Background: an optimization exercise with open tools, aiming at small area and a short achievable clock period. Do not read the settings as production practice.
No activity file was given, so power comes from the tool's default toggle rates.

==> flow/design.v <==
module ks_sum #(parameter N = 25, parameter L = 5) (
	input  wire [N-1:0] g,
	input  wire [N-1:0] p,
	input  wire         cin,
	output wire [N-1:0] s
);
	wire [N-1:0] gg [0:L];
	wire [N-1:0] pp [0:L];
	assign gg[0] = g;
	assign pp[0] = p;
	genvar k, i;
	generate
		for (k = 0; k < L; k = k + 1) begin : lvl
			for (i = 0; i < N; i = i + 1) begin : bit_
				if (i >= (1 << k)) begin : comb
					assign gg[k+1][i] = gg[k][i] | (pp[k][i] & gg[k][i - (1 << k)]);
					assign pp[k+1][i] = pp[k][i] & pp[k][i - (1 << k)];
				end else begin : pass
					assign gg[k+1][i] = gg[k][i];
					assign pp[k+1][i] = pp[k][i];
				end
			end
		end
	endgenerate
	assign s = p ^ {gg[L][N-2:0], cin};
endmodule
module ks_add #(parameter N = 8, parameter L = 3) (
	input  wire [N-1:0] a,
	input  wire [N-1:0] b,
	input  wire         cin,
	output wire [N-1:0] s,
	output wire         cout
);
	wire [N-1:0] p = a ^ b;
	wire [N-1:0] g [0:L];
	wire [N-1:0] q [0:L];
	assign g[0] = {(a[N-1:1] & b[N-1:1]), (a[0] & b[0]) | (p[0] & cin)};
	assign q[0] = p;
	genvar k, i;
	generate
		for (k = 0; k < L; k = k + 1) begin : lvl
			for (i = 0; i < N; i = i + 1) begin : bit_
				if (i >= (1 << k)) begin : comb
					assign g[k+1][i] = g[k][i] | (q[k][i] & g[k][i - (1 << k)]);
					assign q[k+1][i] = q[k][i] & q[k][i - (1 << k)];
				end else begin : pass
					assign g[k+1][i] = g[k][i];
					assign q[k+1][i] = q[k][i];
				end
			end
		end
	endgenerate
	assign s = p ^ {g[L][N-2:0], cin};
	assign cout = g[L][N-1];
endmodule
module ks_absdiff #(parameter N = 8, parameter L = 3) (
	input  wire [N-1:0] a,
	input  wire [N-1:0] b,
	output wire [N-1:0] amb,
	output wire [N-1:0] bma,
	output wire         age
);
	wire [N-1:0] p = a ^ ~b;
	wire [N-1:0] g [0:L];
	wire [N-1:0] q [0:L];
	assign g[0] = a & ~b;
	assign q[0] = p;
	genvar k, i;
	generate
		for (k = 0; k < L; k = k + 1) begin : lvl
			for (i = 0; i < N; i = i + 1) begin : bit_
				if (i >= (1 << k)) begin : comb
					assign g[k+1][i] = g[k][i] | (q[k][i] & g[k][i - (1 << k)]);
					assign q[k+1][i] = q[k][i] & q[k][i - (1 << k)];
				end else begin : pass
					assign g[k+1][i] = g[k][i];
					assign q[k+1][i] = q[k][i];
				end
			end
		end
	endgenerate
	wire [N-1:0] c0 = {g[L][N-2:0], 1'b0};                   
	wire [N-1:0] c1 = {g[L][N-2:0] | q[L][N-2:0], 1'b1};     
	assign amb = p ^ c1;
	assign bma = ~(p ^ c0);
	assign age = g[L][N-1] | q[L][N-1];
endmodule
module lzc25(
	input  wire [24:0] v,
	output wire [4:0]  n
);
	wire [31:0] x = {v, 7'h7f};
	wire [15:0] z1;             
	wire [15:0] c1;             
	genvar i;
	generate
		for (i = 0; i < 16; i = i + 1) begin : l1
			assign z1[i] = ~(x[2*i+1] | x[2*i]);
			assign c1[i] = ~x[2*i+1];
		end
	endgenerate
	wire [7:0] z2;
	wire [1:0] c2 [0:7];
	generate
		for (i = 0; i < 8; i = i + 1) begin : l2
			assign z2[i] = z1[2*i+1] & z1[2*i];
			assign c2[i] = z1[2*i+1] ? {1'b1, c1[2*i]} : {1'b0, c1[2*i+1]};
		end
	endgenerate
	wire [3:0] z3;
	wire [2:0] c3 [0:3];
	generate
		for (i = 0; i < 4; i = i + 1) begin : l3
			assign z3[i] = z2[2*i+1] & z2[2*i];
			assign c3[i] = z2[2*i+1] ? {1'b1, c2[2*i]} : {1'b0, c2[2*i+1]};
		end
	endgenerate
	wire [1:0] z4;
	wire [3:0] c4 [0:1];
	generate
		for (i = 0; i < 2; i = i + 1) begin : l4
			assign z4[i] = z3[2*i+1] & z3[2*i];
			assign c4[i] = z3[2*i+1] ? {1'b1, c3[2*i]} : {1'b0, c3[2*i+1]};
		end
	endgenerate
	assign n = z4[1] ? {1'b1, c4[0]} : {1'b0, c4[1]};
endmodule
module float_addsub(
	input wire clk,
	input wire [31:0] v1,
	input wire [31:0] v2,
	input wire op,
	output wire [31:0] vres
);
	wire        s1 = v1[31];
	wire        s2 = v2[31] ^ op;
	wire [7:0]  e1 = v1[30:23];
	wire [7:0]  e2 = v2[30:23];
	wire        sub = s1 ^ s2;
	wire [30:0] bg = v1[30:0] & ~v2[30:0];
	wire [30:0] be = ~(v1[30:0] ^ v2[30:0]);
	function automatic [1:0] cmpc(input [1:0] hi, input [1:0] lo);  
		cmpc = {hi[1] | (hi[0] & lo[1]), hi[0] & lo[0]};
	endfunction
	function automatic [1:0] cmp8(input [7:0] g, input [7:0] e);
		reg [1:0] a0, a1, a2, a3, b0, b1;
		begin
			a0 = cmpc({g[1], e[1]}, {g[0], e[0]});
			a1 = cmpc({g[3], e[3]}, {g[2], e[2]});
			a2 = cmpc({g[5], e[5]}, {g[4], e[4]});
			a3 = cmpc({g[7], e[7]}, {g[6], e[6]});
			b0 = cmpc(a1, a0);
			b1 = cmpc(a3, a2);
			cmp8 = cmpc(b1, b0);
		end
	endfunction
	wire [1:0] ce  = cmp8(bg[30:23], be[30:23]);
	wire [1:0] cf2 = cmp8(bg[22:15], be[22:15]);
	wire [1:0] cf1 = cmp8(bg[14:7], be[14:7]);
	wire [1:0] cf0 = cmp8({bg[6:0], 1'b0}, {be[6:0], 1'b1});
	wire [1:0] cf  = cmpc(cf2, cmpc(cf1, cf0));
	wire        gt = ce[1] | (ce[0] & cf[1]);    
	wire        eq = ce[0] & cf[0];
	wire [7:0]  d12, d21;
	wire        c12;
	ks_absdiff #(8, 3) adiff(.a(e1), .b(e2), .amb(d12), .bma(d21), .age(c12));
	wire        ez = (e1 == 8'd0) | (e2 == 8'd0);      
	reg         r1_s1, r1_eqs, r1_sub, r1_gt, r1_ez;
	reg  [7:0]  r1_e;
	reg  [22:0] r1_f1, r1_f2;
	reg  [7:0]  r1_d12, r1_d21;
	reg         r1_c12;
	always @(posedge clk) begin
		r1_s1   <= s1;
		r1_eqs  <= eq & sub;                
		r1_sub  <= sub;
		r1_gt   <= gt;
		r1_e    <= ce[1] ? e1 : e2;
		r1_f1   <= v1[22:0];
		r1_f2   <= v2[22:0];
		r1_ez   <= ez;
		r1_d12  <= d12;                     
		r1_d21  <= d21;                     
		r1_c12  <= c12;                     
	end
	wire        bz = (r1_e == 8'd0);                   
	wire [7:0]  d = r1_c12 ? r1_d12 : r1_d21;         
	wire        far = r1_ez | (d[7:5] != 3'd0) | (d[4:3] == 2'b11);
	wire [22:0] fb = r1_gt ? r1_f1 : r1_f2;
	wire [23:0] x0 = {1'b1, r1_gt ? r1_f2 : r1_f1};
	wire [23:0] x1 = d[4] ? {16'b0, x0[23:16]} : x0;
	wire [23:0] x2 = d[3] ? {8'b0, x1[23:8]} : x1;
	reg         r2_s, r2_sub, r2_hb;
	reg  [7:0]  r2_e;
	reg  [22:0] r2_fb;
	reg  [23:0] r2_x;
	reg  [2:0]  r2_sh;
	always @(posedge clk) begin
		r2_s    <= (r1_gt ? r1_s1 : r1_s1 ^ r1_sub) & ~r1_eqs;
		r2_sub  <= r1_sub;
		r2_hb   <= ~bz;                          
		r2_e    <= r1_e;
		r2_fb   <= fb & {23{~bz}};
		r2_x    <= x2 & {24{~far}};
		r2_sh   <= d[2:0];
	end
	wire [23:0] x3 = r2_sh[2] ? {4'b0, x2_r[23:4]} : x2_r;
	wire [23:0] x2_r = r2_x;
	wire [23:0] x4 = r2_sh[1] ? {2'b0, x3[23:2]} : x3;
	wire [23:0] x5 = r2_sh[0] ? {1'b0, x4[23:1]} : x4;
	wire [24:0] opa = {1'b0, r2_hb, r2_fb};
	wire [24:0] opb = {r2_sub, x5 ^ {24{r2_sub}}};
	wire [24:0] gen = {opa[24:1] & opb[24:1], (opa[0] & opb[0]) | ((opa[0] ^ opb[0]) & r2_sub)};
	wire [24:0] pro = opa ^ opb;
	reg         r3_s, r3_cin;
	reg  [7:0]  r3_e;
	reg  [24:0] r3_g, r3_p;
	always @(posedge clk) begin
		r3_s    <= r2_s;
		r3_cin  <= r2_sub;
		r3_e    <= r2_e;
		r3_g    <= gen;
		r3_p    <= pro;
	end
	wire [24:0] sum;
	ks_sum #(25, 5) addm(.g(r3_g), .p(r3_p), .cin(r3_cin), .s(sum));
	reg         r4_s;
	reg  [7:0]  r4_e;
	reg  [24:0] r4_r;
	always @(posedge clk) begin
		r4_s    <= r3_s;
		r4_e    <= r3_e;
		r4_r    <= sum;
	end
	wire [4:0] lz;
	lzc25 lzm(.v(r4_r), .n(lz));
	reg         r5_s;
	reg  [7:0]  r5_e;
	reg  [24:0] r5_r;
	reg  [4:0]  r5_lz;
	always @(posedge clk) begin
		r5_s    <= r4_s;
		r5_e    <= r4_e;
		r5_r    <= r4_r;
		r5_lz   <= lz;
	end
	wire [24:0] n0 = r5_lz[4] ? {r5_r[8:0], 16'b0} : r5_r;
	wire [24:0] n1 = r5_lz[3] ? {n0[16:0], 8'b0} : n0;
	wire [24:0] n2 = r5_lz[2] ? {n1[20:0], 4'b0} : n1;
	wire [24:0] n3 = r5_lz[1] ? {n2[22:0], 2'b0} : n2;
	wire [24:0] n4 = r5_lz[0] ? {n3[23:0], 1'b0} : n3;
	reg         r6_s;
	reg  [7:0]  r6_e;
	reg  [4:0]  r6_lz;
	reg  [22:0] r6_f;
	always @(posedge clk) begin
		r6_s    <= r5_s;
		r6_e    <= r5_e;
		r6_lz   <= r5_lz;
		r6_f    <= n4[23:1];
	end
	wire [7:0]  ne = (r6_lz == 5'd25) ? 8'd0 : r6_e + 8'd1 - {3'b0, r6_lz};
	reg  [31:0] r7;
	always @(posedge clk) begin
		r7 <= {r6_s, ne, r6_f};
	end
	assign vres = r7;
endmodule
export LEC_CHECK = 0
export ABC_CLOCK_PERIOD_IN_PS = 1500
export CAP_MARGIN = 20
export CORE_MARGIN = 2
export CORE_UTILIZATION = 60
export CTS_BUF_LIST = sky130_fd_sc_hd__clkbuf_16
export CTS_CLUSTER_DIAMETER = 100
export CTS_CLUSTER_SIZE = 30
export SETUP_SLACK_MARGIN = 1.9
export SLEW_MARGIN = 20
create_clock -name core_clock -period 4.0 [get_ports {clk}]
standard.sh (not shown) runs the stock make flow with config.mk's settings and CLKGATE_MAP_FILE= SYNTH_SCRIPT=/design/flow/synth_recipe.tcl, a recipe that flattens the netlist after the stock synthesis.
==> flow/flow/run.sh <==
#!/bin/bash
set -euo pipefail
export BUFFER_PORTS_ARGS="-buffer_cell sky130_fd_sc_hd__buf_1"
bash standard.sh > standard_flow.log 2>&1
The starting point ran to the end with no violations.
Rerun with:
Settings changed: ABC_AREA set to 1, ABC_CLOCK_PERIOD_IN_PS 1500 to unset.
Non-clock buffer count shrinks by 9.
Critical path depth shrinks by 6.
Utilization fell by 1.8 points.
Rerun with:
Settings changed: ABC_AREA 1 to unset, PLACE_DENSITY set to 0.72.
What happened: Clock-buffer cell count does not change; hold slack barely changes; routed wire length decreases by 16%; total power decreases by 7.4%.
Rerun with:
Settings changed: CTS_BUF_LIST sky130_fd_sc_hd__clkbuf_16 to sky130_fd_sc_hd__clkbuf_8, CTS_CLUSTER_DIAMETER 100 to 60, CTS_CLUSTER_SIZE 30 to 22, PLACE_DENSITY 0.72 to unset.
The new run completed with no timing, DRC or antenna violations. Routed wire length came out higher by a few percent. Design area came out higher slightly. Area after synthesis stays the same. Hold slack barely changes. Total power came out higher slightly. Maximum frequency came out higher slightly.
Rerun with:
Settings changed: ABC_CLOCK_PERIOD_IN_PS set to 1800, CTS_BUF_LIST sky130_fd_sc_hd__clkbuf_8 to sky130_fd_sc_hd__clkbuf_16, CTS_CLUSTER_DIAMETER 60 to 100, CTS_CLUSTER_SIZE 22 to 30.
What happened: Clock-buffer cell count came out lower by 11; worst setup slack got worse by 0.051 ns; maximum frequency came out lower by 2.5%.
Rerun with:
Settings changed: ABC_CLOCK_PERIOD_IN_PS 1800 to unset.
Sequential power hardly moves.
Global-route usage stays the same.
Fmax stays the same.
Worst setup slack is unchanged.
Total power stays the same.
Count of clock-buffer cells in the layout stays the same.
Final area is unchanged.
No run of this note included a check of the RTL's function; only the layout flow was run.

========
== the baseline ==
float_addsub, a different RTL version from the one above (not shown whole).
Size in the first run: ~1200 cells after synthesis, ~340 flip-flops, about 0.013 mm^2 of cells after synthesis.
export LEC_CHECK = 0
export CAP_MARGIN = 20
export CORE_MARGIN = 2
export CORE_UTILIZATION = 60
export CTS_BUF_LIST = sky130_fd_sc_hd__clkbuf_16
export CTS_CLUSTER_DIAMETER = 100
export CTS_CLUSTER_SIZE = 30
export SETUP_SLACK_MARGIN = 2.0
export SLEW_MARGIN = 20
create_clock -name core_clock -period 4.0 [get_ports {clk}]
Scripts as last shown in full above: flow/flow/run.sh
Looking at the reports, the baseline completed the entire flow and the layout it produced met the timing, DRC and antenna checks.
#### Input delta (the candidate over the baseline)
diff --git a/flow/config.mk b/flow/config.mk
--- a/flow/config.mk
+++ b/flow/config.mk
@@ -6,5 +6,5 @@
 export NUM_CORES = 4
 export LEC_CHECK = 0
-export CAP_MARGIN = 20
+export CAP_MARGIN = 0
 export CORE_MARGIN = 2
 export CORE_UTILIZATION = 60
@@ -12,4 +12,4 @@
 export CTS_CLUSTER_DIAMETER = 100
 export CTS_CLUSTER_SIZE = 30
-export SETUP_SLACK_MARGIN = 2.0
-export SLEW_MARGIN = 20
+export SETUP_SLACK_MARGIN = 1.9
+export SLEW_MARGIN = 0
Results
On the candidate: data required time at the worst endpoint is 0.02 ns lower than what the baseline gave. Route | the candidate vs the baseline | wire shorter in the candidate. Re power density normalized to cell area: the candidate and the baseline aren't equal, and the lower value belongs to the baseline. Comparing the candidate and the baseline, the higher total area of multi-input combinational cells was measured on the baseline. The candidate against the baseline: cell count held steady; worst hold slack across all endpoints fell by 0.0043 ns; utilization of the core after routing dropped 0.53 points; part of the cycle the worst path needs has decreased; time the final worst path needs with I/O delays and setup moved down.
No functional check of the RTL was part of any run of this note.

========
float_addsub, a different RTL version from the one above (not shown whole).
Size in the first run: about 1200 cells after synthesis, about 0.013 mm² of cells after synthesis.
// float_addsub
module float_addsub(
	input wire clk,
	input wire [31:0] v1,
	input wire [31:0] v2,
	input wire op,
	output wire [31:0] vres
);
export LEC_CHECK = 0
export CAP_MARGIN = 20
export CORE_MARGIN = 2
export CORE_UTILIZATION = 40
export CTS_BUF_LIST = sky130_fd_sc_hd__clkbuf_16
export CTS_CLUSTER_DIAMETER = 100
export CTS_CLUSTER_SIZE = 30
export SETUP_SLACK_MARGIN = 2.2
export SLEW_MARGIN = 20
create_clock -name core_clock -period 4.0 [get_ports {clk}]
==> flow/flow/run.sh <==
#!/bin/bash
set -euo pipefail
export BUFFER_PORTS_ARGS="-buffer_cell sky130_fd_sc_hd__buf_2"
bash standard.sh > standard_flow.log 2>&1
Edit:
--- a/flow/config.mk
+++ b/flow/config.mk
@@ -13,3 +13,3 @@
 export CTS_CLUSTER_SIZE = 30
-export SETUP_SLACK_MARGIN = 2.2
+export SETUP_SLACK_MARGIN = 1.9
 export SLEW_MARGIN = 20
=> The new run produced a clean layout. Setup slack loses 0.079 ns. Power decreases by a few percent. Cell count drops by a few percent. Die area is unchanged. Wire length falls by roughly a tenth. Non-clock buffer count drops by 48. Cell area falls by a few percent. Worst hold slack loses 0.0053 ns.
No run of this note included a check of the RTL's function; only the layout flow was run.

========
## old
float_addsub, a different RTL version from the one above (not shown whole).
Size: roughly 1200 cells after synthesis, ~98 I/O pins.
==> flow/design.v (excerpt) <==
module float_addsub(
	input wire clk,
	input wire [31:0] v1,
	input wire [31:0] v2,
	input wire op,
	output wire [31:0] vres
);
Settings: LEC_CHECK=0, CAP_MARGIN=20, CORE_MARGIN=2, CORE_UTILIZATION=40, SETUP_SLACK_MARGIN=2.0, SLEW_MARGIN=20; clock period 4.0 ns.
run.sh (not shown) runs the stock make flow with config.mk's settings and CLKGATE_MAP_FILE= SYNTH_SCRIPT=/design/flow/synth_recipe.tcl, a recipe that flattens the netlist after the stock synthesis.
Stock flow here: none of the scripts above is used.
### old -> new
# old
export LEC_CHECK = 0
export CAP_MARGIN = 20
export CORE_MARGIN = 2
export CORE_UTILIZATION = 40
export SETUP_SLACK_MARGIN = 2.0
export SLEW_MARGIN = 20
create_clock -name core_clock -period 4.0 [get_ports {clk}]
# new
export LEC_CHECK = 0
export CAP_MARGIN = 20
export CORE_MARGIN = 2
export CORE_UTILIZATION = 40
export SLEW_MARGIN = 20
create_clock -name core_clock -period 4.0 [get_ports {clk}]
[summary]
Going from old to new, leakage power figure shrinks by about 11%. Per the comparison of new with old, sequential share of layout area went up by 4.4 points; global-route usage went down; power density relative to cell area rose by about 8%; unique cell type count in the Yosys netlist did not really move.
No run of this note included a check of the RTL's function; only the layout flow was run.

==> what the ideal ports hide <==
In the flow no input, the clock included, has a driving cell. The finished layouts below were timed again as built, in two steps.
Step 1 sets driving cells, clkbuf_16 on the clock port and buf_2 on the other inputs (assumed; they add their load-dependent delay and slew).
Step 2 moves the port delays by t, midway between the first and last clock arrival at a register: inputs arrive t later, outputs are due t later. That takes back most of the time a late clock gives input paths.
a / b / c = no drivers / after step 1 / after step 2; a / b = the first two.
run | t, ns | setup slack, ns | worst hold slack (ns) | worst setup path after step 2 | worst register clock-pin slew, ns
the first run of note 1 | 0.536 | 1.931 / 1.915 / 1.379 | 0.329 / 0.329 / 0.329 | input to register | 0.11 / 0.11
the second run of note 1 | 0.541 | 2.057 / 2.057 / 1.565 | 0.335 / 0.335 / 0.335 | input to register | 0.11 / 0.11
the third run of note 1 | 0.538 | 1.955 / 1.963 / 1.426 | 0.332 / 0.332 / 0.332 | input to register | 0.11 / 0.11
the fourth run of note 1 | 0.601 | 1.982 / 1.973 / 1.372 | 0.335 / 0.321 / 0.335 | input to register | 0.12 / 0.12
the fifth run of note 1 | 0.536 | 1.931 / 1.915 / 1.379 | 0.329 / 0.329 / 0.329 | input to register | 0.11 / 0.11
the sixth run of note 1 | 0.536 | 1.931 / 1.915 / 1.379 | 0.329 / 0.329 / 0.329 | input to register | 0.11 / 0.11
the baseline | 0.532 | 1.997 / 1.997 / 1.548 | 0.334 / 0.334 / 0.334 | input to register | 0.11 / 0.11
the candidate | 0.536 | 2.009 / 2.009 / 1.497 | 0.330 / 0.330 / 0.330 | input to register | 0.11 / 0.11
the first run of note 3 | 0.535 | 1.386 / 1.378 / 0.843 | 0.325 / 0.325 / 0.325 | input to register | 0.11 / 0.11
the second run of note 3 | 0.537 | 1.307 / 1.292 / 0.755 | 0.320 / 0.320 / 0.320 | input to register | 0.11 / 0.11
old | 0.580 | 1.464 / 1.496 / 0.916 | 0.325 / 0.325 / 0.325 | input to register | 0.07 / 0.07
new | 0.587 | 0.760 / 0.784 / 0.197 | 0.321 / 0.321 / 0.321 | input to register | 0.06 / 0.06
After both steps setup and hold are still met in every run listed. The setup slack of the fourth run of note 1, which loses most, moves by -0.009 ns with the drivers and by -0.610 ns with both steps.
